This design comes from an exercise in tuning for small area on the open sky130 flow, not from production work. Where RTL was checked, it was by simulation tests only, not by an equivalence proof against the original. The RTL of runs 1 and 2 was laid out without a check of its function. Power figures rest on the tool's default switching activity, not on a simulated workload.

==> design/flow/design.v <==
module dbc(input clk, input rst, input signal_i, output reg signal_o, output rise, output reg pulse);
  reg [4:0] cnt; reg s1, s2;
  function [4:0] L; input [4:0] x; L = {x[3:0], x[4] ^ x[2]}; endfunction
  localparam [4:0] Z = 5'b00001;
  wire [4:0] T19, RST;
  assign T19 = L(L(L(L(L(L(L(L(L(L(L(L(L(L(L(L(L(L(L(Z)))))))))))))))))));
  wire flip = (cnt == T19);
  wire s = signal_o ^ flip;
  wire diff = signal_i ^ s;
  assign rise = s2;
  always @(posedge clk or posedge rst)
    if (rst) begin signal_o <= 0; cnt <= 5'b10000; s1 <= 0; s2 <= 0; pulse <= 0; end
    else begin
      signal_o <= s;
      cnt <= (diff & ~flip) ? L(cnt) : (diff ? L(Z) : Z);
      s1 <= ~signal_o; s2 <= signal_o & s1; pulse <= s2;
    end
endmodule
module card_generator(input hit, input clk, input rst, input [3:0] lstate,
                      output reg [3:0] card, output reg same);
reg par;
reg [3:0] v;
always @(*) begin
    case ({par, lstate})
        5'd0: v = 4'd2;
        5'd1: v = 4'd8;
        5'd2: v = 4'd2;
        5'd3: v = 4'd4;
        5'd4: v = 4'd10;
        5'd5: v = 4'd8;
        5'd6: v = 4'd4;
        5'd7: v = 4'd10;
        5'd8: v = 4'd6;
        5'd9: v = 4'd6;
        5'd10: v = 4'd4;
        5'd11: v = 4'd8;
        5'd12: v = 4'd10;
        5'd13: v = 4'd2;
        5'd14: v = 4'd6;
        5'd16: v = 4'd7;
        5'd17: v = 4'd3;
        5'd18: v = 4'd7;
        5'd19: v = 4'd9;
        5'd20: v = 4'd5;
        5'd21: v = 4'd3;
        5'd22: v = 4'd9;
        5'd23: v = 4'd5;
        5'd24: v = 4'd11;
        5'd25: v = 4'd11;
        5'd26: v = 4'd9;
        5'd27: v = 4'd3;
        5'd28: v = 4'd5;
        5'd29: v = 4'd7;
        5'd30: v = 4'd11;
        default: v = {par, 3'd0};
    endcase
end
always @(posedge clk or posedge rst) begin
    if (rst) begin
        par <= 1'b0;
        card <= 4'd0;
        same <= 1'b1;
    end else begin
        par <= ~par;
        if (hit) begin
            card <= v;
            same <= (v == card);
        end
    end
end
endmodule
module lfsr (out, state, clk, rst);
  output reg [3:0] out;
  output [3:0] state;
  input clk, rst;
  reg [3:0] number;
  assign state = number;
  wire feedback = ~(number[3] ^ number[2]);
  always @(posedge clk, posedge rst)
  begin
    if (rst)
      number <= 4'b0;
    else
      number <= {number[2:0], feedback};
  end
  always @(*) begin
    case (number)
      0: out = 5;
      1: out = 11;
      14: out = 8;
      13: out = 3;
      12: out = 10;
      default: out = number;
    endcase
  end
endmodule
module bin2bcd_8b(
   input [7:0] bin,
   output reg [11:0] bcd
   );
integer i;
always @(bin) begin
    bcd = 0;
    for (i = 0; i < 8; i = i + 1) begin
        if (bcd[3:0] >= 5) bcd[3:0] = bcd[3:0] + 3;
        if (bcd[7:4] >= 5) bcd[7:4] = bcd[7:4] + 3;
        bcd = {bcd[10:0], bin[7-i]};
    end
end
endmodule
module lcd(clk, rst, trigger, ps, ds, fhp, shp, fhd, shd, bet_bcd,
           sf_e, e, rs, rw, d, c, b, a);
    parameter CW = 11;
    input clk, rst, trigger;
    input [4:0] ps, ds, fhp, shp, fhd, shd;
    input [11:0] bet_bcd;
    output reg sf_e, e, rs, rw, d, c, b, a;
    reg [CW-1:0] count;
    reg [5:0] code;
    reg refresh;
    reg st;
    wire [6:0] idx = count[CW-1:CW-7];
    reg [4:0] sc;
    always @(*) begin
        case (idx)
            7'd17, 7'd19: sc = ps;
            7'd27, 7'd29: sc = ds;
            7'd49, 7'd51: sc = fhp;
            7'd55, 7'd57: sc = shp;
            7'd65, 7'd67: sc = fhd;
            default:      sc = shd;
        endcase
    end
    wire [1:0] tens = (sc >= 5'd30) ? 2'd3 : (sc >= 5'd20) ? 2'd2 : (sc >= 5'd10) ? 2'd1 : 2'd0;
    wire [4:0] ones5 = sc - tens * 4'd10;
    reg [5:0] code_n;
    always @(*) begin
        case (idx)
            7'd0: code_n = 6'h03;
            7'd1: code_n = 6'h03;
            7'd2: code_n = 6'h03;
            7'd3: code_n = 6'h02;
            7'd4: code_n = 6'h02;
            7'd5: code_n = 6'h08;
            7'd6: code_n = 6'h00;
            7'd7: code_n = 6'h06;
            7'd8: code_n = 6'h00;
            7'd9: code_n = 6'h0C;
            7'd10: code_n = 6'h00;
            7'd11: code_n = 6'h01;
            7'd12: code_n = 6'h25;
            7'd13: code_n = 6'h20;
            7'd14: code_n = 6'h23;
            7'd15: code_n = 6'h2A;
            7'd16: code_n = 6'h23;
            7'd17: code_n = {4'h8, tens};
            7'd18: code_n = 6'h23;
            7'd19: code_n = {2'h2, ones5[3:0]};
            7'd20: code_n = 6'h22;
            7'd21: code_n = 6'h20;
            7'd22: code_n = 6'h24;
            7'd23: code_n = 6'h24;
            7'd24: code_n = 6'h23;
            7'd25: code_n = 6'h2A;
            7'd26: code_n = 6'h23;
            7'd27: code_n = {4'h8, tens};
            7'd28: code_n = 6'h23;
            7'd29: code_n = {2'h2, ones5[3:0]};
            7'd30: code_n = 6'h22;
            7'd31: code_n = 6'h20;
            7'd32: code_n = 6'h24;
            7'd33: code_n = 6'h22;
            7'd34: code_n = 6'h23;
            7'd35: code_n = 6'h2A;
            7'd36: code_n = 6'h23;
            7'd37: code_n = {2'h2, bet_bcd[11:8]};
            7'd38: code_n = 6'h23;
            7'd39: code_n = {2'h2, bet_bcd[7:4]};
            7'd40: code_n = 6'h23;
            7'd41: code_n = {2'h2, bet_bcd[3:0]};
            7'd42: code_n = 6'h0C;
            7'd43: code_n = 6'h00;
            7'd44: code_n = 6'h25;
            7'd45: code_n = 6'h20;
            7'd46: code_n = 6'h23;
            7'd47: code_n = 6'h2A;
            7'd48: code_n = 6'h23;
            7'd49: code_n = {4'h8, tens};
            7'd50: code_n = 6'h23;
            7'd51: code_n = {2'h2, ones5[3:0]};
            7'd52: code_n = 6'h22;
            7'd53: code_n = 6'h20;
            7'd54: code_n = 6'h23;
            7'd55: code_n = {4'h8, tens};
            7'd56: code_n = 6'h23;
            7'd57: code_n = {2'h2, ones5[3:0]};
            7'd58: code_n = 6'h22;
            7'd59: code_n = 6'h20;
            7'd60: code_n = 6'h24;
            7'd61: code_n = 6'h24;
            7'd62: code_n = 6'h23;
            7'd63: code_n = 6'h2A;
            7'd64: code_n = 6'h23;
            7'd65: code_n = {4'h8, tens};
            7'd66: code_n = 6'h23;
            7'd67: code_n = {2'h2, ones5[3:0]};
            7'd68: code_n = 6'h22;
            7'd69: code_n = 6'h20;
            7'd70: code_n = 6'h23;
            7'd71: code_n = {4'h8, tens};
            7'd72: code_n = 6'h23;
            7'd73: code_n = {2'h2, ones5[3:0]};
            default: code_n = 6'h10;
        endcase
    end
    always @(posedge clk or posedge rst) begin
        if (rst) begin
            count <= 0;
            code <= 0;
            refresh <= 0;
            st <= 0;
            {sf_e, e, rs, rw, d, c, b, a} <= 0;
        end else if (!st) begin
            count <= count + 1'b1;
            code <= code_n;
            refresh <= count[CW-8];
            sf_e <= 1'b1;
            {e, rs, rw, d, c, b, a} <= {refresh, code};
            if (idx == 7'd127)
                st <= 1'b1;
        end else if (trigger)
            st <= 1'b0;
    end
endmodule
`timescale 1ns / 1ps
module blackjack(
	input reset,
	input clk,
	input hit,
	input stay,
	input double_down,
	input split,
	output reg win,
	output reg tie,
	output reg lose,
	output sf_e, e, rs, rw, d, c, b, a
    );
wire hit_out, stay_out, dd_out, split_out;
wire hit_rise, hit_sp, stay_sp, double_down_sp, split_sp;
dbc hit_debounce(.clk(clk), .rst(reset), .signal_i(hit), .signal_o(hit_out), .rise(hit_rise), .pulse(hit_sp));
dbc stay_debounce(.clk(clk), .rst(reset), .signal_i(stay), .signal_o(stay_out), .rise(), .pulse(stay_sp));
dbc dd_debounce(.clk(clk), .rst(reset), .signal_i(double_down), .signal_o(dd_out), .rise(), .pulse(double_down_sp));
dbc split_debounce(.clk(clk), .rst(reset), .signal_i(split), .signal_o(split_out), .rise(), .pulse(split_sp));
wire [3:0] d_card, lstate;
lfsr d_new_card(.clk(clk), .rst(reset), .out(d_card), .state(lstate));
wire [3:0] card;
wire same;
card_generator new_card(.hit(hit_rise), .clk(clk), .rst(reset), .lstate(lstate), .card(card), .same(same));
reg [4:0] ps, X, fhp, shp, shd;
reg [7:0] bet;
reg [4:0] state;
localparam [4:0] S_INIT = 0,
                 S_P0 = 1, S_P1 = 2, S_P2 = 3, S_P3 = 4,
                 S_DDA = 5, S_DDB = 6,
                 S_DL1 = 7, S_DLN = 8, S_DLS = 9,
                 S_DL1D = 10, S_DLND = 11, S_DLSD = 12,
                 S_RES = 13, S_RESD = 14, S_DONE = 15,
                 S_SFHA = 16, S_SFHB = 17, S_DFH1 = 18, S_DFHN = 19, S_DFHS = 20,
                 S_SSHA = 21, S_SSHB = 22, S_DSH = 23, S_DSHS = 24;
wire splitted = |fhp;    
wire [15:0] bet_bcd;
bin2bcd_8b bcd_bet(.bin(bet), .bcd(bet_bcd[11:0]));
assign bet_bcd[15:12] = 4'd0;
wire trigger = hit_out | stay_out | dd_out | split_out;
lcd lcdTest(.clk(clk), .rst(reset), .trigger(trigger),
    .ps(ps), .ds(splitted ? 5'd0 : X), .fhp(fhp), .shp(shp), .fhd(splitted ? X : 5'd0), .shd(shd),
    .bet_bcd(bet_bcd[11:0]), .sf_e(sf_e), .e(e), .rs(rs), .rw(rw), .d(d), .c(c), .b(b), .a(a));
wire in_sfh = (state == S_SFHA) || (state == S_SFHB);
wire in_ssh = (state == S_SSHA) || (state == S_SSHB);
wire [4:0] P = in_sfh ? fhp : in_ssh ? shp : ps;
wire [4:0] padd = (card == 4'd11 && P > 5'd10) ? 5'd1 : {1'b0, card};
wire [4:0] psum = P + padd;
wire [4:0] np = hit_sp ? psum : P;
wire in_dsh = (state == S_DSH);
wire [4:0] D = in_dsh ? shd : X;
wire [4:0] dsum = D + {1'b0, d_card};
wire d17 = dsum >= 5'd17;
function [2:0] hand;
    input [4:0] p, dl;
    input chk0;
    begin
        if (p > 21 && dl > 21) hand = 3'b010;
        else if (p > 21) hand = 3'b001;
        else if (dl > 21) hand = 3'b100;
        else if (dl > p) hand = 3'b001;
        else if (dl < p) hand = 3'b100;
        else if (!chk0 || (p != 0 && dl != 0)) hand = 3'b010;
        else hand = 3'b000;
    end
endfunction
wire [4:0] p1 = splitted ? fhp : ps;
wire [2:0] h1 = hand(p1, X, splitted);
wire [2:0] h2 = hand(shp, shd, 1'b1);
wire ddg = (state == S_RESD);
reg [7:0] delta;
always @(*) begin
    if (splitted) begin
        delta = (h1[2] ? 8'd10 : h1[0] ? -8'd10 : 8'd0) + (h2[2] ? 8'd10 : h2[0] ? -8'd10 : 8'd0);
    end else begin
        if (h1[2]) delta = ddg ? 8'd20 : (ps == 5'd21) ? 8'd15 : 8'd10;
        else if (h1[0]) delta = (ddg && !(ps > 21)) ? -8'd20 : -8'd10;
        else delta = 8'd0;
    end
end
wire [2:0] res = splitted ? (h1 | h2) : h1;
wire [1:0] ncp = state[1:0] - 2'd1;    
wire [1:0] ncp1 = hit_sp ? ((ncp == 2'd3) ? 2'd3 : ncp + 2'd1) : ncp;
always @(posedge clk or posedge reset) begin
    if (reset) begin
        win <= 0; tie <= 0; lose <= 0;
        ps <= 0; X <= 0; fhp <= 0; shp <= 0; shd <= 0;
        bet <= 8'd100;
        state <= S_INIT;
    end else begin
        case (state)
            S_INIT: state <= S_P0;
            S_P0, S_P1, S_P2, S_P3:
                if (bet >= 10) begin
                    ps <= np;
                    state <= S_P0 + ncp1;
                    if ((stay_sp && ncp1 >= 2) || np >= 21)
                        state <= S_DL1;
                    if (double_down_sp && ncp1 == 2 && (np == 9 || np == 10 || np == 11) && bet >= 20)
                        state <= S_DDA;
                    if (split_sp && ncp1 == 2 && same) begin
                        fhp <= card;
                        shp <= card;
                        state <= S_SFHA;
                    end
                end
            S_DDA: if (hit_sp) begin
                    ps <= psum;
                    state <= stay_sp ? S_DL1D : S_DDB;
                end
            S_DDB: if (stay_sp) state <= S_DL1D;
            S_DL1, S_DL1D: begin
                    X <= dsum;
                    state <= state + 1'b1;
                end
            S_DLN, S_DLND, S_DFHN: begin
                    X <= dsum;
                    if (d17) state <= state + 1'b1;
                end
            S_DLS: state <= S_RES;
            S_DLSD: state <= S_RESD;
            S_SFHA, S_SFHB: begin
                    fhp <= np;
                    if (hit_sp) state <= S_SFHB;
                    if ((stay_sp && (hit_sp || state == S_SFHB)) || np >= 21)
                        state <= S_DFH1;
                end
            S_DFH1: begin
                    X <= dsum;
                    state <= S_DFHN;
                end
            S_DFHS: state <= S_SSHA;
            S_SSHA, S_SSHB: begin
                    shp <= np;
                    if (hit_sp) state <= S_SSHB;
                    if ((stay_sp && (hit_sp || state == S_SSHB)) || np >= 21)
                        state <= S_DSH;
                end
            S_DSH: begin
                    shd <= dsum;
                    if (d17) state <= S_DSHS;
                end
            S_DSHS: state <= S_RES;
            default: ;
        endcase
        if (state == S_RES || state == S_RESD) begin
            {win, tie, lose} <= res;
            bet <= bet + delta;
            state <= S_DONE;
        end
        if ((state == S_RES || state == S_RESD || state == S_DONE) && split_sp) begin
            win <= 0; tie <= 0; lose <= 0;
            ps <= 0; X <= 0; fhp <= 0; shp <= 0; shd <= 0;
            state <= S_INIT;
        end
    end
end
endmodule
==> design/flow/run.sh <==
#!/bin/bash
# synth_recipe.tcl (not shown) runs the flow's synth.tcl, then flattens the netlist and writes it again
# the make line also repeats each setting of config.mk as NAME=value (left out here)
make -C /OpenROAD-flow-scripts/flow DESIGN_CONFIG=/design/flow/config.mk WORK_HOME=/design/flow/orfs CLKGATE_MAP_FILE= SYNTH_SCRIPT=/design/flow/synth_recipe.tcl finish
==> design/flow/config.mk <==
export PLATFORM = sky130hd
export DESIGN_NAME = blackjack
export DESIGN_NICKNAME = blackjack
export VERILOG_FILES = /design/flow/design.v
export SDC_FILE = /design/flow/constraint.sdc
export NUM_CORES = 4
export LEC_CHECK = 0
export CAP_MARGIN = 20
export CORE_MARGIN = 2
export CORE_UTILIZATION = 40
export SLEW_MARGIN = 20
==> design/flow/constraint.sdc <==
create_clock -name core_clock -period 10.0 [get_ports {clk}]
set_input_delay 2.0000 -clock core_clock [delete_from_list [all_inputs] [get_ports {clk}]]
set_output_delay 2.0000 -clock core_clock [all_outputs]
set_load 0.01 [all_outputs]
==> out/metrics.cfg, run 1 <==
[drt]
dr.pass1.iters=6
wirelength_mm=23.2
wire_per_inst_microns=16.6
routed_via_density=5.78
drc_errors=0
drtIter0Drc=553
ant_nets=0
route.vias.total=8105

[placement]
routabilityCongestion=0.879
place_hpwl_mm=16.8
dpl_cell_area_sq_mm=0.00956
io_buffers=16

[final_layout]
layout_common_cells=137 x nand2_1, 106 x dfrtp_1, 91 x nor2_1
multiInputGateArea_sq_mm=0.00587
n_antenna_cell=0
final_common_cell=nand2_1
fillerInstances=2209
drive_above_1_share_pct=8.05
syn2layout_area_growth_pct=9.61
nNetsFinal=1176
ff_latch_area_sq_mm=0.00286
fin_area_sq_mm=0.0101

[cts]
clock_latency_ps=420
ctsResizeCount=0
clkSlewWorstSetupHoldPaths_ps=60
numCtsBuffers=17
clock_sinks=114
h-tree-depth=4
post_cts_buffers=0
root_buffer=clkbuf_16
hold_buffers=0
cts_buffer_depth=2
cts_tree=built

[timing]
finClkSkew_ps=9.73
setup_violations=0
relSlewSlack_pct=19.4
tns_ps=0
worst_pin_slew_ps=1200
fmax_mhz=162
finalMaxSlewViolations=0
final.period_utilization_pct=61.9
fin_crit_ps=6190
rsz0062_at_grt=no
final_hold_viol_count=0

[worst_setup_path]
path_common_cell=ha_1
worstSetupStartpoint=bet[5]
end_kind=flop
cp.arrival_ps=6480
crit_path_end=lcdTest.code[2]
ff2ff_path_depth=27
crit_fanout=7
worstPathRequired_ps=10290
crit_type=flop to flop
cp-start-kind=flop
worstReg2RegStart=bet[5]
crit_slowest_cell=dfstp_2
reg2reg_slack_ps=3810
max_stage_delay_ps=590
r2r-end=lcdTest.code[2]

[global_route]
grt_max_degree=70
track_usage_pct=19.5
grt_pass1_vias=7596
antenna_found_initial=0
overflow=0
grt_pass1_wl_mm=38.5

[power]
combPwrFrac_pct=16.2
clkPwrFrac_pct=40.3
pwr-share-seq_pct=43.5
p_per_area_mw_per_mm2=141
p_leak_nw=4.40
cellInternalPower_mw=0.979
p_switching_mw=0.453
ir_drop_mv=0.130
switching_share_pct=31.6

[logic_synthesis]
synth-async-reset-ratio_pct=100
synthTopCellsByArea=dfrtp_1 29%, ha_1 8.3%, nand2_1 5.6%
synth_cells=1115
syn_area_sq_mm=0.00923
yosysUniqueCellTypes=94
synth_warnings=6
synth_edf_count=0
yosysTopAreaCell=dfrtp_1
avgSynthCellArea_sq_um=8.28
yosysSeqAreaShare_pct=31.0
synth.net_count=1186
synth-seq-cells=114
ys.flop_type=dfrtp_1
yosysTopAreaCellShare_pct=28.7

[floorplan]
num_rows=55
fp.dieH_microns=156
dieWidth_microns=156
fp.coreArea_sq_mm=0.0226
start_util_pct=40.8
die_area_sq_mm=0.0243
io-pin-count=17

[run]
maxCapViolations=0

[hold_path]
hp-class=flop to flop

[status]
run_status=no timing/DRC/antenna violations

## synth_stat cells (7+ instances only)
library cell  number
mux2i_1           26
buf_2              9
a221oi_1           7
o21ai_1            9
clkbuf_1          34
nor2b_1           17
a221o_1            8
a211oi_1          11
nor4_1             9
nand2b_1          13
nand3_1           31
mux2_2            14
xor2_1            14
a31oi_1           10
nand4_1           10
o21a_1             9
a211o_1           11
and3_1             9
o21ai_0           72
o22ai_1           10
dfrtp_1          106
a21oi_1           79
nand2_1          137
ha_1              61
inv_1             69
a21o_1            12
nor2_1            91
dfstp_2            8
nor3_1            36
o31ai_1            9
o211ai_1           9
and2_1            17
xnor2_1           33
## power by group through the flow
stage | clock [mW] | combinational (mW) | sequential (mW)
2_1_floorplan | 0 | 0.204 | 0.585
3_3_place_gp | 0 | 0.228 | 0.628
3_5_place_dp | 0 | 0.231 | 0.629
4_1_cts | 0.589 | 0.232 | 0.621
5_1_grt | 0.611 | 0.262 | 0.635
6_report | 0.576 | 0.232 | 0.622
## how the worst min path moves through the flow
| stage | from | endpoint | cells after the start |
|---|---|---|---|
| 2_1_floorplan | dd_debounce.s2 | dd_debounce.pulse | 0 |
| 3_3_place_gp | dd_debounce.s2 | dd_debounce.pulse | 0 |
| 3_5_place_dp | dd_debounce.s2 | dd_debounce.pulse | 0 |
| 4_1_cts | dd_debounce.s2 | dd_debounce.pulse | 0 |
| 5_1_grt | dd_debounce.s2 | dd_debounce.pulse | 0 |
| 6_report | dd_debounce.s2 | dd_debounce.pulse | 0 |
## state kept, by name, indices dropped and copies added, names as in the netlist, 4 cells and up
signal,flops
d_new_card.number,4
state,5
stay_debounce.cnt,5
lcdTest.count,11
hit_debounce.cnt,5
dd_debounce.cnt,5
fhp,5
split_debounce.cnt,5
ps,5
shd,5
bet,8
X,5
lcdTest.code,6
new_card.card,4
shp,5
## cell families after synthesis
group	Yosys count	synth area share [%]
AOI/OAI and AO/OA	326	24.3
xor gates and xnor gates	49	4.81
adders and majority gates	66	9.25
buffers and inverters	122	5.34
DFF	114	31.0
muxes	43	4.99
and+or+nand+nor	395	20.3
## final cells by class
| cell class | count | area share, % |
|---|---|---|
| clock buffers | 21 | 4.45 |
| repair buffers | 20 | 1.88 |
| clock inverters | 11 | 1.04 |
| well taps | 285 | 3.53 |
| inverters | 73 | 2.75 |
| flip-flops and latches | 114 | 28.3 |
| multi-input cells | 879 | 58.1 |
## worst max-delay path: cells and delay by family (launching register included)
| kind | cells | cell delay [ps] |
|---|---|---|
| flops | 1 | 590 |
| mux | 2 | 720 |
| buf+inv | 4 | 280 |
| compound gates | 6 | 1390 |
| xor+xnor | 3 | 760 |
| fa+ha+maj | 7 | 1600 |
| simple gates | 5 | 720 |
## per-layer routing
metal  wire length [microns]  vias to the layer above  share of wire, %  GRT usage, %
met1                   11300                     3876                49          27.8
met2                   10400                      200                45          30.3
met5                       0                        -                 0             0
met4                     416                        0               1.8          5.64
met3                    1190                       28               5.1          3.81
li1                        -                     4001                 -             -
## metrics by stage
stage                     util [%]  power [mW]  hold slack, ps  setup WS, ps  std cells
after floorplan                  -       0.789             331          4510       1115
after global placement        42.2       0.855             335          4110       1371
after detailed placement      42.2       0.860             335          3890       1371
after CTS                     44.7        1.44             347          3860       1403
after global routing          44.7        1.51             354          3210       1403
final                         44.7        1.43             346          3810       1403
==> run 2, diff against run 1 <==
--- a/design/flow/config.mk
+++ b/design/flow/config.mk
@@ -9,3 +9,5 @@
 export CORE_MARGIN = 2
 export CORE_UTILIZATION = 40
+export CTS_BUF_LIST = sky130_fd_sc_hd__clkbuf_4
+export HOLD_SLACK_MARGIN = 0
 export SLEW_MARGIN = 20
==> run 2 against run 1 <==
Against the previous run: clock power fell by 44%; worst setup slack got worse by 5.6 ps; register-to-register slack about the same; flip-flop and latch count unchanged; critical path type unchanged.
==> out/metrics.cfg, run 2 <==
[status]
run_status=no timing/DRC/antenna violations

[timing]
setup_violations=0
finalMaxSlewViolations=0
finClkSkew_ps=18.1
final.period_utilization_pct=62.0
fmax_mhz=161
tns_ps=0
final_hold_viol_count=0
relSlewSlack_pct=17.4
worst_pin_slew_ps=1230
hold_ws_ps=359
rsz0062_at_grt=no
fin_crit_ps=6200

[power]
ir_drop_mv=0.125
p_per_area_mw_per_mm2=120
p_leak_nw=4.28

[worst_setup_path]
end_kind=flop
crit_fanout=7
cp.arrival_ps=6630
crit_type=flop to flop
cp-start-kind=flop
worstReg2RegStart=bet[5]
worstSetupStartpoint=bet[5]
worstPathRequired_ps=10430

[drt]
wire_per_inst_microns=16.5
route.vias.total=8123
drtIter0Drc=543
wirelength_mm=23.2
drc_errors=0
ant_nets=0
routed_via_density=5.79
dr.pass1.iters=5

[global_route]
grt_max_degree=70
antenna_found_initial=1
grt_pass1_vias=7572
track_usage_pct=19.5
grt_pass1_wl_mm=38.4
overflow=0

[logic_synthesis]
yosysSeqAreaShare_pct=31.0
yosysMostFrequentCell=nand2_1
synth.net_count=1186
synth-seq-cells=114
synth_cells=1115
avgSynthCellArea_sq_um=8.28
synthTopCellsByArea=dfrtp_1 29%, ha_1 8.3%, nand2_1 5.6%
ys.flop_type=dfrtp_1
synth_warnings=6
yosysTopAreaCellShare_pct=28.7
syn_area_sq_mm=0.00923
synth-async-reset-ratio_pct=100
yosysTopAreaCell=dfrtp_1
synth_edf_count=0
synthTopCellsByCount=137 x nand2_1, 106 x dfrtp_1, 91 x nor2_1
yosysUniqueCellTypes=94

[cts]
ctsResizeCount=0
hold_buffers=0
numCtsBuffers=17
clkSlewWorstSetupHoldPaths_ps=110
post_cts_buffers=0
h-tree-depth=4
cts_buffer_depth=2
clock_sinks=114
root_buffer=clkbuf_4
cts_tree=built
clock_latency_ps=540

[final_layout]
fillerInstances=2249
largest_register_ffs=11
largest_register=lcdTest.count
nNetsFinal=1176
syn2layout_area_growth_pct=6.43
top_regs=lcdTest.count x11, bet x8, lcdTest.code x6
final_common_cell=nand2_1
drive_above_1_share_pct=8.23
final_core_util_pct=43.4
layout_common_cells=137 x nand2_1, 106 x dfrtp_1, 91 x nor2_1

[placement]
routabilityCongestion=0.879
place_hpwl_mm=16.8
io_buffers=16

[floorplan]
die_area_sq_mm=0.0243
fp.dieH_microns=156
dieWidth_microns=156
num_rows=55
io-pin-count=17
start_util_pct=40.8
fp.coreArea_sq_mm=0.0226

[hold_path]
hp-class=flop to flop
worstHoldStart=dd_debounce.s2

[run]
maxCapViolations=0

==> run 2: worst paths after layout <==
check,endpoint,slack [ps],cells past startpoint
max in group asynchronous,bet[7],6830,3
worst max-delay path,lcdTest.code[2],3800,27
min in group asynchronous,split_debounce.cnt[2],1850,2
worst max register to register,lcdTest.code[2],3800,27
worst min register to register,dd_debounce.pulse,360,0
worst min-delay path,dd_debounce.pulse,360,0
==> run 2: critical path, cell delays in order (launching register included) <==
cell and delay (ps):
dfstp_2 610, inv_1 80, ha_1 190, inv_1 50
ha_1 240, a21o_1 180, xnor2_1 170, ha_1 280
nor2b_1 160, a211oi_1 300, nor2_1 120, xnor2_2 270
ha_1 240, nor2b_1 230, nor2_1 70, mux2i_1 330
ha_1 210, inv_1 40, ha_1 210, a21oi_1 220
xor2_1 320, inv_1 110, ha_1 220, nor2b_1 150
o21ai_0 280, mux2_2 380, a221oi_1 290, o21ai_0 110
==> run 2: power by group <==
part	internal (mW)	total [mW]	leakage (nW)	switching, mW
Sequential	0.531	0.621	1.44	0.0901
Combinational	0.0979	0.233	2.71	0.135
Clock	0.131	0.325	0.122	0.194
==> run 2: stage by stage <==
step	worst slack [ps]	instances	power [mW]	instance area [sq um]
2_1_floorplan	4510	1115	0.789	9230
3_3_place_gp	4110	1371	0.855	9560
3_5_place_dp	3890	1371	0.860	9560
4_1_cts	3850	1403	1.19	9820
5_1_grt	3200	1404	1.26	9820
6_report	3800	1404	1.18	9820
==> run 2: final cells by class <==
type | count | area (sq um) | area share (%)
repair buffers | 20 | 190 | 1.94
clock buffers | 20 | 150 | 1.53
flip-flops and latches | 114 | 2860 | 29.2
well taps | 285 | 357 | 3.63
inverters | 73 | 278 | 2.83
diodes | 1 | 2.50 | 0.0255
multi-input cells | 879 | 5870 | 59.8
clock inverters | 12 | 109 | 1.11
==> run 2: routing by layer <==
layer / up-vias / wire length, microns / track usage [%] / share of wire [%]
li1: 4000 / - / - / -
met1: 3867 / 11100 / 27.8 / 48
met2: 227 / 10200 / 30.0 / 44
met3: 29 / 1380 / 4.17 / 6.0
met4: 0 / 421 / 5.29 / 1.8
met5: - / 0 / 0 / 0
==> run 2: cell families (layout without fill, tap and decap cells) <==
family,Yosys count,after routing,share of synthesized area (%)
simple gates,395,395,20.3
compound gates,326,326,24.3
buf+inv,122,125,5.34
flops,114,114,31.0
fa+ha+maj,66,66,9.25
xor+xnor,49,49,4.81
mux,43,43,4.99
other cells,0,1,0
==> run 3, diff against run 2 <==
--- a/design/flow/design.v
+++ b/design/flow/design.v
@@ -276,14 +276,31 @@
     .ps(ps), .ds(splitted ? 5'd0 : X), .fhp(fhp), .shp(shp), .fhd(splitted ? X : 5'd0), .shd(shd),
     .bet_bcd(bet_bcd[11:0]), .sf_e(sf_e), .e(e), .rs(rs), .rw(rw), .d(d), .c(c), .b(b), .a(a));
+wire isP   = (state == S_P0) || (state == S_P1) || (state == S_P2) || (state == S_P3);
+wire isDDA = (state == S_DDA);
 wire in_sfh = (state == S_SFHA) || (state == S_SFHB);
 wire in_ssh = (state == S_SSHA) || (state == S_SSHB);
-wire [4:0] P = in_sfh ? fhp : in_ssh ? shp : ps;
-wire [4:0] padd = (card == 4'd11 && P > 5'd10) ? 5'd1 : {1'b0, card};
+wire in_dsh = (state == S_DSH);
+wire dl_add = (state == S_DL1) || (state == S_DLN) || (state == S_DL1D) || (state == S_DLND)
+           || (state == S_DFH1) || (state == S_DFHN);
+wire resf = (state == S_RES) || (state == S_RESD);
+wire clr = (resf || state == S_DONE) && split_sp;    
+wire betok = bet >= 8'd10;
+wire pl = isP && betok;
+wire [1:0] ncp = state[1:0] - 2'd1;    
+wire [1:0] ncp1 = hit_sp ? ((ncp == 2'd3) ? 2'd3 : ncp + 2'd1) : ncp;
+wire split_ev = pl && split_sp && ncp1 == 2'd2 && same;
+wire [4:0] P = clr ? 5'd0 : in_sfh ? fhp : in_ssh ? shp : ps;
+wire [4:0] padd = clr ? 5'd0 : (card == 4'd11 && P > 5'd10) ? 5'd1 : {1'b0, card};
 wire [4:0] psum = P + padd;
 wire [4:0] np = hit_sp ? psum : P;
-wire in_dsh = (state == S_DSH);
-wire [4:0] D = in_dsh ? shd : X;
-wire [4:0] dsum = D + {1'b0, d_card};
+wire ge21 = np >= 5'd21;
+wire [4:0] D = clr ? 5'd0 : in_dsh ? shd : X;
+wire [4:0] dsum = D + (clr ? 5'd0 : {1'b0, d_card});
 wire d17 = dsum >= 5'd17;
+wire we_ps = clr || (hit_sp && (pl || isDDA));
+wire we_fh = clr || (hit_sp && in_sfh);
+wire we_sh = clr || (hit_sp && in_ssh);
+wire we_x  = clr || dl_add;
+wire we_sd = clr || in_dsh;
 function [2:0] hand;
     input [4:0] p, dl;
@@ -313,7 +330,44 @@
     end
 end
-wire [2:0] res = splitted ? (h1 | h2) : h1;
-wire [1:0] ncp = state[1:0] - 2'd1;    
-wire [1:0] ncp1 = hit_sp ? ((ncp == 2'd3) ? 2'd3 : ncp + 2'd1) : ncp;
+wire [2:0] res = h1 | h2;
+reg [4:0] nstate;
+always @(*) begin
+    nstate = state;
+    case (state)
+        S_INIT: nstate = S_P0;
+        S_P0, S_P1, S_P2, S_P3:
+            if (betok) begin
+                nstate = S_P0 + ncp1;
+                if ((stay_sp && ncp1 >= 2) || ge21)
+                    nstate = S_DL1;
+                if (double_down_sp && ncp1 == 2 && (np == 9 || np == 10 || np == 11) && bet >= 20)
+                    nstate = S_DDA;
+                if (split_ev)
+                    nstate = S_SFHA;
+            end
+        S_DDA: if (hit_sp) nstate = stay_sp ? S_DL1D : S_DDB;
+        S_DDB: if (stay_sp) nstate = S_DL1D;
+        S_DL1, S_DL1D, S_DFH1: nstate = state + 1'b1;
+        S_DLN, S_DLND, S_DFHN: if (d17) nstate = state + 1'b1;
+        S_DLS: nstate = S_RES;
+        S_DLSD: nstate = S_RESD;
+        S_SFHA, S_SFHB: begin
+                if (hit_sp) nstate = S_SFHB;
+                if ((stay_sp && (hit_sp || state == S_SFHB)) || ge21)
+                    nstate = S_DFH1;
+            end
+        S_DFHS: nstate = S_SSHA;
+        S_SSHA, S_SSHB: begin
+                if (hit_sp) nstate = S_SSHB;
+                if ((stay_sp && (hit_sp || state == S_SSHB)) || ge21)
+                    nstate = S_DSH;
+            end
+        S_DSH: if (d17) nstate = S_DSHS;
+        S_DSHS: nstate = S_RES;
+        S_RES, S_RESD: nstate = S_DONE;
+        default: ;
+    endcase
+    if (clr) nstate = S_INIT;
+end
 always @(posedge clk or posedge reset) begin
     if (reset) begin
@@ -323,69 +377,18 @@
         state <= S_INIT;
     end else begin
-        case (state)
-            S_INIT: state <= S_P0;
-            S_P0, S_P1, S_P2, S_P3:
-                if (bet >= 10) begin
-                    ps <= np;
-                    state <= S_P0 + ncp1;
-                    if ((stay_sp && ncp1 >= 2) || np >= 21)
-                        state <= S_DL1;
-                    if (double_down_sp && ncp1 == 2 && (np == 9 || np == 10 || np == 11) && bet >= 20)
-                        state <= S_DDA;
-                    if (split_sp && ncp1 == 2 && same) begin
-                        fhp <= card;
-                        shp <= card;
-                        state <= S_SFHA;
-                    end
-                end
-            S_DDA: if (hit_sp) begin
-                    ps <= psum;
-                    state <= stay_sp ? S_DL1D : S_DDB;
-                end
-            S_DDB: if (stay_sp) state <= S_DL1D;
-            S_DL1, S_DL1D: begin
-                    X <= dsum;
-                    state <= state + 1'b1;
-                end
-            S_DLN, S_DLND, S_DFHN: begin
-                    X <= dsum;
-                    if (d17) state <= state + 1'b1;
-                end
-            S_DLS: state <= S_RES;
-            S_DLSD: state <= S_RESD;
-            S_SFHA, S_SFHB: begin
-                    fhp <= np;
-                    if (hit_sp) state <= S_SFHB;
-                    if ((stay_sp && (hit_sp || state == S_SFHB)) || np >= 21)
-                        state <= S_DFH1;
-                end
-            S_DFH1: begin
-                    X <= dsum;
-                    state <= S_DFHN;
-                end
-            S_DFHS: state <= S_SSHA;
-            S_SSHA, S_SSHB: begin
-                    shp <= np;
-                    if (hit_sp) state <= S_SSHB;
-                    if ((stay_sp && (hit_sp || state == S_SSHB)) || np >= 21)
-                        state <= S_DSH;
-                end
-            S_DSH: begin
-                    shd <= dsum;
-                    if (d17) state <= S_DSHS;
-                end
-            S_DSHS: state <= S_RES;
-            default: ;
-        endcase
-        if (state == S_RES || state == S_RESD) begin
-            {win, tie, lose} <= res;
-            bet <= bet + delta;
-            state <= S_DONE;
-        end
-        if ((state == S_RES || state == S_RESD || state == S_DONE) && split_sp) begin
-            win <= 0; tie <= 0; lose <= 0;
-            ps <= 0; X <= 0; fhp <= 0; shp <= 0; shd <= 0;
-            state <= S_INIT;
+        state <= nstate;
+        if (we_ps) ps <= psum;
+        if (split_ev) begin
+            fhp <= {1'b0, card};
+            shp <= {1'b0, card};
+        end else begin
+            if (we_fh) fhp <= psum;
+            if (we_sh) shp <= psum;
         end
+        if (we_x) X <= dsum;
+        if (we_sd) shd <= dsum;
+        if (resf) bet <= bet + delta;
+        if (clr) {win, tie, lose} <= 3'b000;
+        else if (resf) {win, tie, lose} <= res;
     end
 end
==> design/flow/flow/run.sh (new file) <==
#!/bin/bash
# Layout flow: the standard synthesis, then the combinational logic between
# the (unchanged) registers is re-optimised for area with ABC, then the standard flow's
# standard layout from floorplan to finish. Each tool writes its own log here.
set -uo pipefail
W=$(pwd)
R=$W/orfs/results/${FLOW_PLATFORM}/blackjack/base
LIB=$FLOW_HOME/platforms/${FLOW_PLATFORM}/lib/sky130_fd_sc_hd__tt_025C_1v80.lib

bash standard.sh synth > $W/log_1_std_synth.txt 2>&1 || exit 1
cp $R/1_2_yosys.v $W/std_netlist.v

# don't-use cells of the platform
python3 - "$FLOW_HOME/platforms/${FLOW_PLATFORM}/config.mk" > $W/dont_use.txt <<'PY'
import re, sys
txt = open(sys.argv[1]).read().replace("\\\n", " ")
cells = set()
for m in re.finditer(r"DONT_USE_CELLS\s*\+?=([^\n]*)", txt):
    cells.update(re.findall(r"sky130_fd_sc_hd__\w+", m.group(1)))
print(" ".join(f"-dont_use {c}" for c in sorted(cells)))
PY
DU=$(cat $W/dont_use.txt)

best=""
bestarea=""
for s in $W/flow/abc_*.script; do
  n=$(basename $s .script)
  cat > $W/resynth_$n.ys <<EOS
read_liberty -ignore_miss_func $LIB
blackbox sky130_fd_sc_hd__df*
read_verilog $W/std_netlist.v
hierarchy -top $FLOW_TOP
flatten
opt_clean -purge
abc -script $s -liberty $LIB $DU
opt_clean -purge
hilomap -singleton -hicell sky130_fd_sc_hd__conb_1 HI -locell sky130_fd_sc_hd__conb_1 LO
opt_clean -purge
tee -o $W/stat_$n.txt stat -liberty $LIB
write_verilog -noattr -nohex -nodec $W/netlist_$n.v
EOS
  ( timeout 1200 yosys -s $W/resynth_$n.ys > $W/log_2_resynth_$n.txt 2>&1 ) &
done
wait
for s in $W/flow/abc_*.script; do
  n=$(basename $s .script)
  a=$(grep -o "Chip area for module.*: [0-9.]*" $W/stat_$n.txt 2>/dev/null | awk '{print $NF}')
  [[ -z "$a" || ! -s $W/netlist_$n.v ]] && continue
  # the registers must be the standard synthesis's, by name and cell type
  grep -o "sky130_fd_sc_hd__df[a-z0-9_]* [^ ]*" $W/std_netlist.v | sort > $W/regs_std.txt
  grep -o "sky130_fd_sc_hd__df[a-z0-9_]* [^ ]*" $W/netlist_$n.v | sort > $W/regs_$n.txt
  cmp -s $W/regs_std.txt $W/regs_$n.txt || continue
  if [[ -z "$best" ]] || python3 -c "import sys; sys.exit(0 if $a < $bestarea else 1)"; then
    best=$n; bestarea=$a
  fi
done
echo "chosen: ${best:-standard} ${bestarea}" > $W/log_2_resynth_choice.txt
if [[ -n "$best" ]]; then
  cp $W/netlist_$best.v $R/1_2_yosys.v
  touch $R/1_2_yosys.v
fi

bash standard.sh "BUFFER_PORTS_ARGS=-buffer_cell sky130_fd_sc_hd__buf_1" finish > $W/log_3_std_layout.txt 2>&1 || exit 1
==> design/flow/flow/abc_a.script (new file) <==
strash
&get -n
&deepsyn -T 30
&put
dch -f
amap
topo
==> design/flow/flow/abc_b.script (new file) <==
strash
&get -n
&deepsyn -T 30
&put
&get -n
&dch -f
&nf -R 1000
&put
topo
==> design/flow/flow/abc_c.script (new file) <==
strash
dch -f
map -a
topo
==> design/flow/standard.sh (new file) <==
#!/bin/bash
# synth_recipe.tcl (not shown) runs the flow's synth.tcl, then flattens the netlist and writes it again
# the make line also repeats each setting of config.mk as NAME=value (left out here)
make -C /OpenROAD-flow-scripts/flow DESIGN_CONFIG=/design/flow/config.mk WORK_HOME=/design/flow/orfs CLKGATE_MAP_FILE= SYNTH_SCRIPT=/design/flow/synth_recipe.tcl "${@:-finish}"
removed: design/flow/run.sh
==> run 3 against run 2 <==
Against the previous run: sequential share of layout area rose by 9.8 points; first-iteration DRC count up 28%; still clean on timing, DRC and antenna; register-to-register slack improved by 260 ps; largest power group unchanged.
==> out/metrics.cfg, run 3 <==
[drt]
wirelength_mm=17.6
dr.pass1.iters=10
routed_via_density=5.64
drc_errors=0
drtIter0Drc=693
route.vias.total=6529
wire_per_inst_microns=15.2
ant_nets=0

[floorplan]
fp.dieH_microns=133
io-pin-count=17
die_area_sq_mm=0.0178
start_util_pct=40.6
num_rows=47
fp.coreArea_sq_mm=0.0165
dieWidth_microns=133

[placement]
place_ws_ps=4310
io_buffers=16
place_hpwl_mm=13.2
routabilityCongestion=0.923

[worst_setup_path]
crit_fanout=7
r2r-end=state[2]
cp.arrival_ps=6340
reg2reg_slack_ps=4070
worstPathRequired_ps=10410
cp-start-kind=flop
crit_type=flop to flop
ff2ff_path_depth=25
end_kind=flop
worstReg2RegStart=state[4]

[timing]
relSlewSlack_pct=40.7
final_hold_viol_count=0
finalMaxSlewViolations=0
setup_violations=0
rsz0062_at_grt=no
worst_slack_ps=4070
worst_pin_slew_ps=890
final.period_utilization_pct=59.3
fin_crit_ps=5930
fmax_mhz=169
tns_ps=0
finClkSkew_ps=23.0

[cts]
root_buffer=clkbuf_4
cts_tree=built
numCtsBuffers=17
clkSlewWorstSetupHoldPaths_ps=120
clock_latency_ps=540
clock_sinks=114
hold_buffers=0
cts_buffer_depth=2
post_cts_buffers=0
ctsResizeCount=0
h-tree-depth=4

[final_layout]
multiInputGateArea_sq_mm=0.00331
largest_register=lcdTest.count
largest_register_ffs=11
top_regs=lcdTest.count x11, bet x8, lcdTest.code x6
final_common_cell=nor2_1
layout_common_cells=171 x nor2_1, 138 x clkinv_1, 106 x dfrtp_1
syn2layout_area_growth_pct=9.93
nNetsFinal=930
drive_above_1_share_pct=4.27
fillerInstances=1709
ff_latch_area_sq_mm=0.00286

[logic_synthesis]
syn_area_sq_mm=0.00669
synth.net_count=894
avgSynthCellArea_sq_um=7.53
synth_cells=888
synth_warnings=6

[global_route]
antenna_found_initial=1
grt_max_degree=71
overflow=0
track_usage_pct=20.7
grt_pass1_wl_mm=29.7
grt_pass1_vias=6133

[hold_path]
min_to=split_debounce.pulse
hp-class=flop to flop
worstHoldStart=split_debounce.s2
hold_depth=0

[power]
p_leak_nw=2.89
p_per_area_mw_per_mm2=153
ir_drop_mv=0.0892
power_mw=1.13

[status]
run_status=no timing/DRC/antenna violations

[run]
maxCapViolations=0

## run 3: worst max-delay path: stages, from the launching register on
cell      delay, ps
dfrtp_1         410
clkinv_1        160
nor2_1          230
clkinv_1        230
nor3_1          520
nor2_1          210
a222oi_1        550
nor2_1          120
nor2_1          110
nor2_1           50
o211ai_1        220
o211ai_1        130
or2_0           260
o21ai_0         110
nand2_1         110
clkinv_1         50
o21ai_0          90
nor2_1          180
nor2_1           70
a21oi_1         380
o22ai_1         150
and2_0          200
o21ai_0         570
nor3_1          190
a222oi_1        390
clkinv_1        110
## run 3: how the worst max path moves through the flow
stage,endpoint,start,cells after the start
global route,state[2],state[4],25
CTS,state[2],state[4],25
global placement,state[2],state[4],25
floorplan,state[2],state[4],25
finish,state[2],state[4],25
detailed placement,state[2],state[4],25
## run 3: report_power, final
part	switching (mW)	internal [mW]
sequential	0.0455	0.527
clock	0.189	0.196
combinational	0.108	0.0616
## run 3: stage by stage
step                instance area (sq um)  hold slack [ps]  std cells  utilization [%]
global route                         7350              370       1157             44.7
global placement                     7030              334       1125             42.7
detailed placement                   7030              335       1125             42.7
floorplan                            6690              331        888                -
finish                               7350              361       1157             44.7
CTS                                  7350              364       1156             44.6
## run 3: area by class of cell
class                      count  area share (%)
timing repair buffer          17           0.919
sequential                   114            38.9
clock buffer                  17            1.74
clock inverter                14            2.57
inverter                     138            7.08
antenna                        1          0.0340
tap                          220            3.74
multi-input combinational    636            45.0
## run 3: per-layer routing
| layer | track usage (%) | up-vias | part of all wire, % |
|---|---|---|---|
| li1 | - | 3221 | - |
| met1 | 28.7 | 3008 | 47 |
| met2 | 32.0 | 263 | 45 |
| met3 | 4.45 | 37 | 6.4 |
| met4 | 7.74 | 0 | 2.2 |
| met5 | 0 | - | 0 |
==> run 4, diff against run 3 <==
--- a/design/flow/flow/run.sh
+++ b/design/flow/flow/run.sh
@@ -61,3 +61,8 @@
 fi
 
-bash standard.sh "BUFFER_PORTS_ARGS=-buffer_cell sky130_fd_sc_hd__buf_1" finish > $W/log_3_std_layout.txt 2>&1 || exit 1
+# extra make settings for the layout, one per line
+ARGS=()
+if [[ -f $W/flow/layout_args.txt ]]; then
+  while IFS= read -r line; do [[ -n "$line" ]] && ARGS+=("$line"); done < $W/flow/layout_args.txt
+fi
+bash standard.sh "${ARGS[@]}" finish > $W/log_3_std_layout.txt 2>&1 || exit 1
==> design/flow/flow/layout_args.txt (new file) <==
BUFFER_PORTS_ARGS=-buffer_cell sky130_fd_sc_hd__buf_1
CTS_ARGS=-sink_clustering_enable -repair_clock_nets -buf_list sky130_fd_sc_hd__clkbuf_8 -dont_use_dummy_load -sink_clustering_size 30 -sink_clustering_max_diameter 100
==> run 4 against run 3 <==
Against the previous run: still clean on timing, DRC and antenna; routed wire length is 0.70% lower; power is 6.8% lower; sequential share of layout area is 0.46 points higher; critical path depth stayed put; register-to-register slack hardly changed; critical endpoint unchanged; largest cell class unchanged; highest routed layer unchanged.
==> out/metrics.cfg, run 4 <==
[timing]
finalMaxSlewViolations=0
rsz0062_at_grt=no
fin_crit_ps=5920
finClkSkew_ps=25.5
worst_pin_slew_ps=903
final.period_utilization_pct=59.2
worst_slack_ps=4080
fmax_mhz=169
relSlewSlack_pct=39.8
final_hold_viol_count=0
tns_ps=0
setup_violations=0

[cts]
clock_sinks=114
hold_buffers=0
cts_buffer_depth=2
root_buffer=clkbuf_8
cts_tree=built
ctsResizeCount=0
clock_latency_ps=440
h-tree-depth=4
clkSlewWorstSetupHoldPaths_ps=70
post_cts_buffers=0
numCtsBuffers=17

[drt]
route.vias.total=6409
dr.pass1.iters=6
wire_per_inst_microns=15.3
drtIter0Drc=708
drc_errors=0
wirelength_mm=17.5
routed_via_density=5.61
ant_nets=0

[global_route]
grt_pass1_wl_mm=29.5
overflow=0
grt_max_degree=71
antenna_found_initial=0
track_usage_pct=20.6
grt_pass1_vias=6065

[worst_setup_path]
end_kind=flop
cp-start-kind=flop
crit_fanout=7
cp.arrival_ps=6210
worstPathRequired_ps=10290
crit_type=flop to flop

[power]
power_mw=1.05
ir_drop_mv=0.0782
p_leak_nw=2.85
p_per_area_mw_per_mm2=145

[placement]
place_hpwl_mm=13.2
routabilityCongestion=0.923
place_ws_ps=4310
io_buffers=16

[floorplan]
num_rows=47
start_util_pct=40.6
fp.coreArea_sq_mm=0.0165
dieWidth_microns=133
io-pin-count=17
die_area_sq_mm=0.0178
fp.dieH_microns=133

[final_layout]
largest_register=lcdTest.count
multiInputGateArea_sq_mm=0.00331
nNetsFinal=930
top_regs=lcdTest.count x11, bet x8, lcdTest.code x6
largest_register_ffs=11
fillerInstances=1715
final_common_cell=nor2_1
n_antenna_cell=0
layout_common_cells=171 x nor2_1, 137 x clkinv_1, 106 x dfrtp_1
ff_latch_area_sq_mm=0.00286
drive_above_1_share_pct=2.93
syn2layout_area_growth_pct=8.66

[logic_synthesis]
synth.net_count=894
avgSynthCellArea_sq_um=7.53
synth_cells=888
synth_warnings=6
syn_area_sq_mm=0.00669

[run]
maxCapViolations=0

[hold_path]
hp-class=flop to flop

[status]
run_status=no timing/DRC/antenna violations

==> run 4: power by group <==
part           leakage [nW]  total (mW)  switching [mW]  internal (mW)
Combinational          1.28       0.170           0.108         0.0616
Sequential             1.45       0.574          0.0452          0.529
Clock                 0.122       0.308           0.160          0.149
Total                  2.85        1.05           0.313          0.739
==> run 4: cell type report <==
cell class,count,area share (%)
Clock buffer,17,3.22
Sequential cell,114,39.4
Multi-Input combinational cell,636,45.5
Timing Repair Buffer,17,0.930
Tap cell,220,3.79
Inverter,138,7.16
==> run 4: path summary, 6_finish.rpt <==
kind	cells after the start	slack, ps	from	to
worst min register to register	0	340	dd_debounce.s2	dd_debounce.pulse
worst min-delay path	0	340	dd_debounce.s2	dd_debounce.pulse
min in group asynchronous	2	1610	reset	dd_debounce.cnt[0]
worst max register to register	25	4080	state[4]	state[2]
max in group asynchronous	3	7070	reset	state[1]
worst max-delay path	25	4080	state[4]	state[2]
==> run 4: critical path, cell delays in order, from the launching register on <==
cell	delay, ps
dfrtp_1	380
clkinv_1	160
nor2_1	230
clkinv_1	230
nor3_1	510
nor2_1	200
a222oi_1	560
nor2_1	120
nor2_1	110
nor2_1	50
o211ai_1	220
o211ai_1	130
or2_0	260
o21ai_0	110
nand2_1	110
clkinv_1	50
o21ai_0	90
nor2_1	180
nor2_1	70
a21oi_1	360
o22ai_1	140
and2_0	200
o21ai_0	580
nor3_1	190
a222oi_1	400
clkinv_1	110
==> run 4: metal layers <==
| layer | global-route usage [%] | vias up | part of all wire (%) |
|---|---|---|---|
| met5 | 0 | - | 0 |
| met4 | 8.27 | 0 | 2.6 |
| met3 | 4.30 | 34 | 6.0 |
| met2 | 31.4 | 231 | 44 |
| met1 | 28.8 | 2930 | 48 |
| li1 | - | 3214 | - |
==> run 4: through the flow <==
step,hold WS [ps],util [%],instance area (sq um),instances
after floorplan,331,-,6690,888
after global placement,334,42.7,7030,1125
after detailed placement,335,42.7,7030,1125
after CTS,348,44.1,7270,1142
after global routing,359,44.1,7270,1142
final,342,44.1,7270,1142
==> run 5, diff against run 4 <==
==> design/flow/flow/layout_args.txt (replaced) <==
BUFFER_PORTS_ARGS=-buffer_cell sky130_fd_sc_hd__buf_1
CTS_ARGS=-repair_clock_nets -buf_list sky130_fd_sc_hd__clkbuf_16 -dont_use_dummy_load
==> run 5 against run 4 <==
Against the previous run: clock power increased by 53%; utilization is 1.2 points higher; hold slack improved by 6.4 ps; count of clock-buffer cells in the layout unchanged; synthesized cell count is the same; power is 16% higher; clock skew decreased by 5.4 ps; combinational power barely moved; largest power group unchanged.
==> out/metrics.cfg, run 5 <==
[drt]
drc_errors=0
dr.pass1.iters=5
ant_nets=0
routed_via_density=5.67
route.vias.total=6471
drtIter0Drc=667
wire_per_inst_microns=15.4
wirelength_mm=17.6

[timing]
finalMaxSlewViolations=0
final.period_utilization_pct=58.9
rsz0062_at_grt=no
tns_ps=0
finClkSkew_ps=20.1
setup_violations=0
worst_pin_slew_ps=901
relSlewSlack_pct=39.9
final_hold_viol_count=0
fin_crit_ps=5890
fmax_mhz=170

[final_layout]
layout_common_cells=171 x nor2_1, 137 x clkinv_1, 106 x dfrtp_1
largest_register=lcdTest.count
final_common_cell=nor2_1
n_antenna_cell=0
nNetsFinal=930
fin_area_sq_mm=0.00746
top_regs=lcdTest.count x11, bet x8, lcdTest.code x6
fillerInstances=1695
drive_above_1_share_pct=2.93
final_cell_count_no_fill=1142
syn2layout_area_growth_pct=11.5
largest_register_ffs=11

[worst_setup_path]
cp-start-kind=flop
crit_fanout=7
worstSetupStartpoint=state[4]
path_common_cell=nor2_1
reg2reg_slack_ps=4110
max_stage_delay_ps=590
crit_slowest_cell=o21ai_0
crit_family=compound AO/OA/AOI/OAI gates
worstReg2RegStart=state[4]
cp_num_buf_inv=4
cp.arrival_ps=6170
crit_type=flop to flop
worstPathRequired_ps=10270
end_kind=flop

[logic_synthesis]
synth_cells=888
avgSynthCellArea_sq_um=7.53
syn_area_sq_mm=0.00669
synth.net_count=894
synth_warnings=6

[placement]
io_buffers=16
place_hpwl_mm=13.2
place_inst=1125
dpl_cell_area_sq_mm=0.00703
routabilityCongestion=0.923

[floorplan]
start_util_pct=40.6
num_rows=47
fp.dieH_microns=133
fp.coreArea_sq_mm=0.0165
dieWidth_microns=133
die_area_sq_mm=0.0178
io-pin-count=17

[cts]
clock_latency_ps=410
numCtsBuffers=17
h-tree-depth=4
root_buffer=clkbuf_16
clkSlewWorstSetupHoldPaths_ps=60
hold_buffers=0
clock_sinks=114
cts_tree=built
post_cts_buffers=0
ctsResizeCount=0
cts_buffer_depth=2

[global_route]
antenna_found_initial=0
grt_max_degree=71
overflow=0
grt_pass1_wl_mm=29.8
track_usage_pct=20.7
grt_pass1_vias=6091

[run]
maxCapViolations=0

[hold_path]
hp-class=flop to flop
worstHoldStart=split_debounce.s2

[power]
p_leak_nw=2.94
ir_drop_mv=0.112
p_per_area_mw_per_mm2=163

[status]
run_status=no timing/DRC/antenna violations

-- run 5: metal layers --
metal | wire length (microns) | part of all wire [%] | up-vias | track usage, %
met1 | 8360 | 48 | 2969 | 29.3
met3 | 1090 | 6.2 | 39 | 3.81
met4 | 421 | 2.4 | 0 | 8.45
met2 | 7710 | 44 | 247 | 31.5
met5 | 0 | 0 | - | 0
li1 | - | - | 3216 | -
-- run 5: cell type report --
cell class | count | area [sq um] | share of cell area (%)
multi-input combinational | 636 | 3310 | 44.3
sequential | 114 | 2860 | 38.4
inverter | 138 | 520 | 6.98
clock buffer | 17 | 425 | 5.70
tap | 220 | 275 | 3.69
timing repair buffer | 17 | 67.6 | 0.906
-- run 5: through the flow --
stage	power, mW	hold slack, ps	worst slack (ps)	utilization [%]
finish	1.22	348	4110	45.3
global route	1.28	354	3420	45.3
CTS	1.23	351	4240	45.3
detailed placement	0.753	335	4310	42.7
global placement	0.753	334	4240	42.7
floorplan	0.700	331	5280	-
-- run 5: final timing paths --
check,depth (start not counted),to
worst max-delay path,25,state[2]
worst min-delay path,0,split_debounce.pulse
worst max register to register,25,state[2]
worst min register to register,0,split_debounce.pulse
max in group asynchronous,3,lose
min in group asynchronous,2,split_debounce.signal_o
-- run 5: worst reg2reg max path: cells and delay by family, from the launching register on --
kind / cells / cell delay (ps)
DFF: 1 / 380
AOI/OAI and AO/OA: 9 / 2580
and+or+nand+nor: 12 / 2250
buffers and inverters: 4 / 550
-- run 5: where the power goes --
part	total [mW]	internal [mW]	switching [mW]
clock network	0.471	0.292	0.179
registers	0.575	0.530	0.0455
logic	0.169	0.0616	0.108
total	1.22	0.883	0.332
==> run 6, diff against run 5 <==
==> design/flow/flow/layout_args.txt (replaced) <==
BUFFER_PORTS_ARGS=-buffer_cell sky130_fd_sc_hd__buf_1
CTS_ARGS=-sink_clustering_enable -repair_clock_nets -buf_list sky130_fd_sc_hd__clkbuf_4 -dont_use_dummy_load
==> run 6 against run 5 <==
Against the previous run: first-iteration DRC count rose by 4.9%; maximum frequency fell by 1.1%; still clean on timing, DRC and antenna; combinational power barely moved; clock skew rose by 19 ps; register-to-register slack got worse by 70 ps; highest routed layer unchanged; sequential power barely moved.
==> out/metrics.cfg, run 6 <==
[status]
run_status=no timing/DRC/antenna violations

[global_route]
track_usage_pct=20.7
overflow=0
grt_pass1_wl_mm=29.5
grt_pass1_vias=6087
grt_max_degree=71
antenna_found_initial=1

[placement]
place_ws_ps=4310
place_hpwl_mm=13.2
routabilityCongestion=0.923
io_buffers=16

[power]
p_leak_nw=2.81
p_per_area_mw_per_mm2=135
ir_drop_mv=0.0953

[worst_setup_path]
reg2reg_slack_ps=4040
cp_num_buf_inv=4
crit_type=flop to flop
crit_fanout=7
cp.arrival_ps=6340
worstPathRequired_ps=10380
crit_slowest_cell=o21ai_0
cp-start-kind=flop
path_common_cell=nor2_1
max_stage_delay_ps=600
end_kind=flop
crit_family=compound AO/OA/AOI/OAI gates

[logic_synthesis]
avgSynthCellArea_sq_um=7.53
synth_warnings=6
synth_cells=888
syn_area_sq_mm=0.00669
synth.net_count=894

[cts]
clock_latency_ps=540
post_cts_buffers=0
hold_buffers=0
root_buffer=clkbuf_4
cts_tree=built
clkSlewWorstSetupHoldPaths_ps=110
cts_buffer_depth=2
h-tree-depth=4
ctsResizeCount=0
numCtsBuffers=17
clock_sinks=114

[timing]
worst_pin_slew_ps=906
final_hold_viol_count=0
finalMaxSlewViolations=0
worst_slack_ps=4040
setup_violations=0
rsz0062_at_grt=no
fmax_mhz=168
finClkSkew_ps=39.0
relSlewSlack_pct=39.6
tns_ps=0
fin_crit_ps=5960
final.period_utilization_pct=59.6

[floorplan]
fp.dieH_microns=133
fp.coreArea_sq_mm=0.0165
io-pin-count=17
dieWidth_microns=133
die_area_sq_mm=0.0178
num_rows=47
start_util_pct=40.6

[final_layout]
syn2layout_area_growth_pct=7.11
largest_register_ffs=11
fillerInstances=1727
final_common_cell=nor2_1
layout_common_cells=171 x nor2_1, 137 x clkinv_1, 106 x dfrtp_1
drive_above_1_share_pct=2.93
nNetsFinal=930
top_regs=lcdTest.count x11, bet x8, lcdTest.code x6
largest_register=lcdTest.count

[drt]
wire_per_inst_microns=15.3
wirelength_mm=17.5
drc_errors=0
dr.pass1.iters=6
ant_nets=0
drtIter0Drc=700
route.vias.total=6450
routed_via_density=5.64

[hold_path]
hp-class=flop to flop

[run]
maxCapViolations=0

## run 6: routing by layer
layer  vias to the layer above  global-route usage, %  share of wire, %
met3                        41                   4.83               5.8
met1                      2954                   28.7                48
li1                       3205                      -                 -
met4                         0                   8.45               2.7
met2                       250                   31.3                44
met5                         -                      0                 0
## run 6: final cells by class
type	count	area, sq um	area share, %
diodes	1	2.50	0.0349
clock buffers	17	128	1.78
inverters	138	520	7.27
multi-input cells	636	3310	46.2
flip-flops and latches	114	2860	40.0
well taps	220	275	3.84
repair buffers	17	67.6	0.943
## run 6: path summary, 6_finish.rpt
kind	startpoint	to	cells after the start
worst max-delay path	state[4]	state[2]	25
worst min-delay path	dd_debounce.s2	dd_debounce.pulse	0
worst max register to register	state[4]	state[2]	25
worst min register to register	dd_debounce.s2	dd_debounce.pulse	0
max in group asynchronous	reset	state[1]	3
min in group asynchronous	reset	dd_debounce.cnt[0]	2
## run 6: through the flow
stage          cells  instance area (sq um)  hold slack (ps)  total power, mW  utilization (%)
6_report        1143                   7160              340            0.970             43.5
5_1_grt         1143                   7160              358             1.03             43.5
4_1_cts         1142                   7160              346            0.983             43.5
3_5_place_dp    1125                   7030              335            0.753             42.7
3_3_place_gp    1125                   7030              334            0.753             42.7
2_1_floorplan    888                   6690              331            0.700                -
## run 6: where the power goes
group | internal [mW] | switching, mW | total [mW]
sequential | 0.527 | 0.0460 | 0.573
clock | 0.0773 | 0.149 | 0.226
combinational | 0.0616 | 0.108 | 0.170
total | 0.666 | 0.303 | 0.970
==> run 7, diff against run 6 <==
==> design/flow/flow/layout_args.txt (replaced) <==
BUFFER_PORTS_ARGS=-buffer_cell sky130_fd_sc_hd__buf_1
CTS_ARGS=-sink_clustering_enable -repair_clock_nets -buf_list sky130_fd_sc_hd__clkbuf_8 -dont_use_dummy_load -sink_clustering_size 60 -sink_clustering_max_diameter 400 -sink_clustering_levels 1
==> run 7 against run 6 <==
Against the previous run: still clean; count of clock-buffer cells in the layout unchanged; clock skew shrank 13 ps; utilization grew 0.63 points; flip-flop and latch count unchanged; die area unchanged; critical path depth stayed put; power up 8.5%; synthesized area stayed put; highest routed layer unchanged.
==> out/metrics.cfg, run 7 <==
[cts]
clock_sinks=114
cts_tree=built
h-tree-depth=4
clkSlewWorstSetupHoldPaths_ps=70
hold_buffers=0
root_buffer=clkbuf_8
cts_buffer_depth=2
clock_latency_ps=440
post_cts_buffers=0
ctsResizeCount=0
numCtsBuffers=17

[worst_setup_path]
max_stage_delay_ps=580
cp.arrival_ps=6210
ff2ff_path_depth=25
worstReg2RegStart=state[4]
path_common_cell=nor2_1
crit_type=flop to flop
r2r-end=state[2]
crit_fanout=7
cp-start-kind=flop
end_kind=flop
worstPathRequired_ps=10290
reg2reg_slack_ps=4080
crit_slowest_cell=o21ai_0

[final_layout]
drive_above_1_share_pct=2.93
largest_register=lcdTest.count
final_core_util_pct=44.1
n_antenna_cell=0
largest_register_ffs=11
nNetsFinal=930
syn2layout_area_growth_pct=8.66
top_regs=lcdTest.count x11, bet x8, lcdTest.code x6
final_cell_count_no_fill=1142
fin_area_sq_mm=0.00727
layout_common_cells=171 x nor2_1, 137 x clkinv_1, 106 x dfrtp_1
final_common_cell=nor2_1

[hold_path]
min_to=dd_debounce.pulse
hold_depth=0
hp-class=flop to flop
worstHoldStart=dd_debounce.s2

[placement]
place_ws_ps=4310
io_buffers=16
place_inst=1125
routabilityCongestion=0.923
place_hpwl_mm=13.2
dpl_cell_area_sq_mm=0.00703

[logic_synthesis]
synth_warnings=6
synth_cells=888
synth.net_count=894
syn_area_sq_mm=0.00669
avgSynthCellArea_sq_um=7.53

[timing]
final_hold_viol_count=0
finClkSkew_ps=25.5
relSlewSlack_pct=39.8
fmax_mhz=169
worst_pin_slew_ps=903
finalMaxSlewViolations=0
setup_violations=0
worst_slack_ps=4080
fin_crit_ps=5920
tns_ps=0
rsz0062_at_grt=no
hold_ws_ps=342
final.period_utilization_pct=59.2

[global_route]
grt_max_degree=71
antenna_found_initial=0
grt_pass1_wl_mm=29.5
grt_pass1_vias=6065
track_usage_pct=20.6
overflow=0

[floorplan]
fp.coreArea_sq_mm=0.0165
fp.dieH_microns=133
io-pin-count=17
num_rows=47
dieWidth_microns=133
start_util_pct=40.6
die_area_sq_mm=0.0178

[run]
maxCapViolations=0

[power]
power_mw=1.05
p_per_area_mw_per_mm2=145
p_leak_nw=2.85
ir_drop_mv=0.0782

[drt]
route.vias.total=6409
routed_via_density=5.61
drtIter0Drc=708
wirelength_mm=17.5
drc_errors=0
ant_nets=0
dr.pass1.iters=6
wire_per_inst_microns=15.3

[status]
run_status=no timing/DRC/antenna violations

run 7: cell types whose count changed in the layout (fill, tap and decap cells not counted), sizes merged:
cell	delta
diode	-1
run 7: layout make-up:
type / instances / area (sq um)
well taps: 220 / 275
fillers: 1715 / 9200
clock buffers: 17 / 234
inverters: 138 / 520
multi-input cells: 636 / 3310
flip-flops and latches: 114 / 2860
repair buffers: 17 / 67.6
run 7: per-layer routing:
layer | share of wire (%) | track usage [%] | routed length (microns) | vias up
met5 | 0 | 0 | 0 | -
met4 | 2.6 | 8.27 | 449 | 0
met3 | 6.0 | 4.30 | 1040 | 34
met2 | 44 | 31.4 | 7660 | 231
met1 | 48 | 28.8 | 8320 | 2930
li1 | - | - | - | 3214
run 7: critical path, delay by kind of cell (launching register included):
family	cells	cell delay [ps]
simple gates	12	2230
flops	1	380
compound gates	9	2590
buf+inv	4	550
run 7: power breakdown:
group	internal [mW]	switching, mW	leakage [nW]	total (mW)
Sequential	0.529	0.0452	1.45	0.574
Combinational	0.0616	0.108	1.28	0.170
Clock	0.149	0.160	0.122	0.308
Total	0.739	0.313	2.85	1.05
run 7: how the worst max path moves through the flow:
| stage | start | to | slack [ps] | cells after the start |
|---|---|---|---|---|
| global route | state[4] | state[2] | 3400 | 25 |
| floorplan | state[4] | state[2] | 5280 | 25 |
| CTS | state[4] | state[2] | 4230 | 25 |
| detailed placement | state[4] | state[2] | 4310 | 25 |
| finish | state[4] | state[2] | 4080 | 25 |
| global placement | state[4] | state[2] | 4240 | 25 |

## port drivers added, routing unchanged
Ports are ideal in the flow. The routed layouts listed here were re-timed in OpenROAD. Step 1 (the two cells are an assumption about what drives the block):
set clk [get_ports {clk}]
set_driving_cell -lib_cell sky130_fd_sc_hd__clkbuf_16 $clk
set_driving_cell -lib_cell sky130_fd_sc_hd__buf_2 [delete_from_list [all_inputs] $clk]
Step 2 also shifts input and output timing later by t, the mid clock arrival at the registers, as if the neighbouring blocks saw the same clock. a / b / c = ideal ports / drivers / drivers and shift; a / b = the first two.
run	t, ns	slack for setup (ns)	worst hold slack (ns)	latest minus earliest clock arrival (ns)	cell pins on the clock port's net
run 1	0.460	3.810 / 3.810 / 3.810	0.346 / 0.346 / 0.346	0.011 / 0.012	1
run 2	0.573	3.804 / 3.804 / 3.804	0.359 / 0.359 / 0.359	0.022 / 0.022	1
run 3	0.570	4.067 / 4.067 / 4.067	0.361 / 0.361 / 0.361	0.023 / 0.023	1
run 4	0.464	4.078 / 4.078 / 4.078	0.342 / 0.342 / 0.342	0.028 / 0.028	1
run 5	0.439	4.105 / 4.105 / 4.105	0.348 / 0.348 / 0.348	0.024 / 0.024	1
run 6	0.555	4.040 / 4.040 / 4.040	0.340 / 0.340 / 0.340	0.040 / 0.040	1
run 7	0.464	4.078 / 4.078 / 4.078	0.342 / 0.342 / 0.342	0.028 / 0.028	1
After both steps every run listed still meets setup and hold.
